What follows belongs to an exercise in optimizing a design on an open flow for small area; a production flow would make more cautious choices.
Function was checked by simulation only, so behaviour that the tests miss may differ from the original.
No activity file was given, so power comes from the tool's default toggle rates.

old:
Design rangesensor, start of the top module:
module rangesensor (
   input  wire        clk,
   input  wire        rst,
   input  wire        rx,
   input  wire [1:0]  echo,
   output wire        tx,
   output wire [1:0]  trigger,
   output wire [13:0] segments,
   output wire [7:0]  digit_num
);
==> module transmitter, before the edit <==
module transmitter (
   input  wire       clk,
   input  wire       rst,
   input  wire [7:0] data,
   output wire       load,
   output wire       tx
);
reg  [3:0]  phase;
reg  [12:0] cnt;
wire        wrap = cnt[1] & ~cnt[2] & ~cnt[3] & ~cnt[6] & cnt[7] & ~cnt[8] &
                   ~cnt[9] & cnt[10] & cnt[12];
assign load = wrap && phase == 4'd9;
always @(posedge clk) begin
   if (rst) begin
      phase <= 4'd9;
      cnt   <= 13'd7298;
   end else if (wrap) begin
      phase <= (phase == 4'd10) ? 4'd0 : phase + 4'd1;
      cnt   <= (phase == 4'd9) ? 13'd3649 : 13'd1513;
   end else
      cnt <= {cnt[11:0], cnt[12] ^ cnt[2]};
end
reg t;
always @(*) begin
   case (phase)
      4'd0:    t = 1'b0;
      4'd1:    t = data[0];
      4'd2:    t = data[1];
      4'd3:    t = data[2];
      4'd4:    t = data[3];
      4'd5:    t = data[4];
      4'd6:    t = data[5];
      4'd7:    t = data[6];
      4'd8:    t = data[7];
      default: t = 1'b1;
   endcase
end
assign tx = t;
endmodule
==> module rangesensor, before the edit <==
module rangesensor (
   input  wire        clk,
   input  wire        rst,
   input  wire        rx,
   input  wire [1:0]  echo,
   output wire        tx,
   output wire [1:0]  trigger,
   output wire [13:0] segments,
   output wire [7:0]  digit_num
);
wire [15:0] digits0, digits1;
wire [7:0]  range0, range1;
reg rst_d;    
reg rst_d2;   
always @(posedge clk) begin
   rst_d  <= rst;
   rst_d2 <= rst_d;
end
uart uart_inst (.clk(clk), .rst(rst), .range0(range0), .range1(range1), .tx(tx));
ranging_module ch0 (.clk(clk), .rst(rst), .rst_d(rst_d), .rst_d2(rst_d2), .echo(echo[0]), .trigger(trigger[0]),
                    .digits(digits0), .range(range0));
ranging_module ch1 (.clk(clk), .rst(rst), .rst_d(rst_d), .rst_d2(rst_d2), .echo(echo[1]), .trigger(trigger[1]),
                    .digits(digits1), .range(range1));
reg  [15:0] div;
wire        strob = ~div[0] & ~div[2] & div[4] & ~div[5] & div[6] & ~div[7] & ~div[8] &
                    ~div[9] & ~div[11] & ~div[12] & div[13] & div[14] & ~div[15];
reg  [1:0]  sel_d;                                        
wire [1:0]  sel = rst_d ? 2'd3 : sel_d + {1'b0, strob};  
always @(posedge clk) begin
   if (rst_d)
      div <= 16'd3853;
   else if (strob)
      div <= 16'd7706;
   else
      div <= {div[14:0], div[15] ^ div[6]};
   sel_d <= sel;
end
wire [3:0] dn = {~(sel == 2'd3), ~(sel == 2'd2), ~(sel == 2'd1), ~(sel == 2'd0)};
assign digit_num = {dn, dn};
indicator ind0 (.clk(clk), .rst(rst), .rst_d(rst_d), .sel(sel_d), .digits(digits0),
                .segments(segments[6:0]));
indicator ind1 (.clk(clk), .rst(rst), .rst_d(rst_d), .sel(sel_d), .digits(digits1),
                .segments(segments[13:7]));
endmodule
Settings: LEC_CHECK=0, CAP_MARGIN=20, CORE_MARGIN=2, CORE_UTILIZATION=40, CTS_BUF_LIST=sky130_fd_sc_hd__clkbuf_8, CTS_CLUSTER_DIAMETER=80, CTS_CLUSTER_SIZE=18, SLEW_MARGIN=20; clock period 20.0 ns.
standard.sh (not shown) runs the stock make flow with config.mk's settings and CLKGATE_MAP_FILE= SYNTH_SCRIPT=/design/flow/synth_recipe.tcl, a recipe that flattens the netlist after the stock synthesis.
==> flow/flow/run.sh <==
#!/bin/bash
# Layout flow: the standard flow (standard.sh: the same ORFS make targets
# and settings) with three changes:
#  - synthesis maps the logic with an area-oriented ABC script
#    (flow/abc_area.script) instead of ORFS's speed script; Yosys maps the
#    registers before ABC runs, so they are the standard synthesis's;
#  - CTS does not insert dummy loads (CTS_ARGS, otherwise ORFS's arguments);
#  - every input and output port is buffered with buf_1.
# Output of the make run: flow.log; each ORFS step logs under orfs/logs/.
set -euo pipefail
W=$(pwd)
{
  head -n 1 synth_recipe.tcl
  cat <<EOT
proc abc {args} {
  set i [lsearch \$args -script]
  if {\$i >= 0} { lset args [expr {\$i + 1}] $W/flow/abc_area.script }
  yosys abc {*}\$args
}
EOT
  tail -n +2 synth_recipe.tcl
} > my_synth.tcl
CTS_ARGS="-sink_clustering_enable -repair_clock_nets -dont_use_dummy_load -buf_list sky130_fd_sc_hd__clkbuf_8 -sink_clustering_size 18 -sink_clustering_max_diameter 80"
sed -e "s#SYNTH_SCRIPT=[^ ]*synth_recipe\.tcl#SYNTH_SCRIPT=$W/my_synth.tcl#" \
    -e "s#\"\${@:-finish}\"#'CTS_ARGS=$CTS_ARGS' 'BUFFER_PORTS_ARGS=-buffer_cell sky130_fd_sc_hd__buf_1' \"\${@:-finish}\"#" \
    standard.sh > my_standard.sh
grep -q "SYNTH_SCRIPT=$W/my_synth.tcl" my_standard.sh
grep -q "dont_use_dummy_load" my_standard.sh
bash my_standard.sh > flow.log 2>&1
==> flow/flow/abc_area.script <==
strash
dch
amap
strash
dch
amap
strash
dch
amap
strash
dch
amap
strash
dch
amap
strash
dch
amap
topo
diff inputs: old => new
--- a/flow/design.v
+++ b/flow/design.v
@@ -5,22 +5,22 @@
    output wire       load,
    output wire       tx
 );
 reg  [3:0]  phase;
 reg  [12:0] cnt;
-wire        wrap = cnt[1] & ~cnt[2] & ~cnt[3] & ~cnt[6] & cnt[7] & ~cnt[8] &
-                   ~cnt[9] & cnt[10] & cnt[12];
+wire        wrap = ~cnt[1] & cnt[2] & cnt[3] & cnt[6] & ~cnt[7] & cnt[8] &
+                   cnt[9] & ~cnt[10] & ~cnt[12];
 assign load = wrap && phase == 4'd9;
 always @(posedge clk) begin
    if (rst) begin
       phase <= 4'd9;
-      cnt   <= 13'd7298;
+      cnt   <= ~13'd7298;
    end else if (wrap) begin
       phase <= (phase == 4'd10) ? 4'd0 : phase + 4'd1;
-      cnt   <= (phase == 4'd9) ? 13'd3649 : 13'd1513;
+      cnt   <= (phase == 4'd9) ? ~13'd3649 : ~13'd1513;
    end else
-      cnt <= {cnt[11:0], cnt[12] ^ cnt[2]};
+      cnt <= {cnt[11:0], ~(cnt[12] ^ cnt[2])};
 end
 reg t;
 always @(*) begin
    case (phase)
       4'd0:    t = 1'b0;
@@ -79,21 +79,21 @@
 ranging_module ch0 (.clk(clk), .rst(rst), .rst_d(rst_d), .rst_d2(rst_d2), .echo(echo[0]), .trigger(trigger[0]),
                     .digits(digits0), .range(range0));
 ranging_module ch1 (.clk(clk), .rst(rst), .rst_d(rst_d), .rst_d2(rst_d2), .echo(echo[1]), .trigger(trigger[1]),
                     .digits(digits1), .range(range1));
 reg  [15:0] div;
-wire        strob = ~div[0] & ~div[2] & div[4] & ~div[5] & div[6] & ~div[7] & ~div[8] &
-                    ~div[9] & ~div[11] & ~div[12] & div[13] & div[14] & ~div[15];
+wire        strob = div[0] & div[2] & ~div[4] & div[5] & ~div[6] & div[7] & div[8] &
+                    div[9] & div[11] & div[12] & ~div[13] & ~div[14] & div[15];
 reg  [1:0]  sel_d;                                        
 wire [1:0]  sel = rst_d ? 2'd3 : sel_d + {1'b0, strob};  
 always @(posedge clk) begin
    if (rst_d)
-      div <= 16'd3853;
+      div <= ~16'd3853;
    else if (strob)
-      div <= 16'd7706;
+      div <= ~16'd7706;
    else
-      div <= {div[14:0], div[15] ^ div[6]};
+      div <= {div[14:0], ~(div[15] ^ div[6])};
    sel_d <= sel;
 end
 wire [3:0] dn = {~(sel == 2'd3), ~(sel == 2'd2), ~(sel == 2'd1), ~(sel == 2'd0)};
 assign digit_num = {dn, dn};
 indicator ind0 (.clk(clk), .rst(rst), .rst_d(rst_d), .sel(sel_d), .digits(digits0),
==> comparison <==
Delta (new minus old): synthesized-area fraction occupied by xor and xnor cells level; number of standard cells in the final layout excluding fillers level; transition time of the tightest slew-check pin moved up. Summary — buffers plus inverters on the worst setup path, new relative to old: higher, by 1. new against old: via count of the first global-routing pass saw an increase, pre-CTS worst setup slack saw a decrease. Synthesized area: new < old. new went all the way through synthesis, placement and routing and the layout is clean on timing, DRC and antenna. Delta (new minus old): post-route clock period utilization now larger; synthesized instance count down about 0.37%; power in the clock group level; die area shows a reduction of 0.32%; core utilization comparable.

re-timing with driven ports:
The results above use ideal ports. As a check the final layouts listed here were re-extracted and re-timed, cells and wires unchanged.
Step 1, drivers: a clkbuf_16 drives clk and a buf_2 each remaining input, both assumed.
Step 2 times the ports against the registers' clock, not the clock port: input delays grow and output delays shrink by t, the midpoint of the rising clock arrivals with the driver on.
Three values: no drivers, after step 1, after step 2; two values: the first two.
run | t (ns) | slack for setup (ns) | hold WS [ns] | slew at the worst register clock pin (ns) | worst data-port slew with drivers (ns)
old | 0.508 | 13.436 / 13.399 / 13.581 | 0.381 / 0.381 / 0.381 | 0.11 / 0.11 | 0.03
new | 0.525 | 12.923 / 12.881 / 13.406 | 0.358 / 0.358 / 0.358 | 0.11 / 0.11 | 0.03
After both steps every run listed still meets setup and hold.
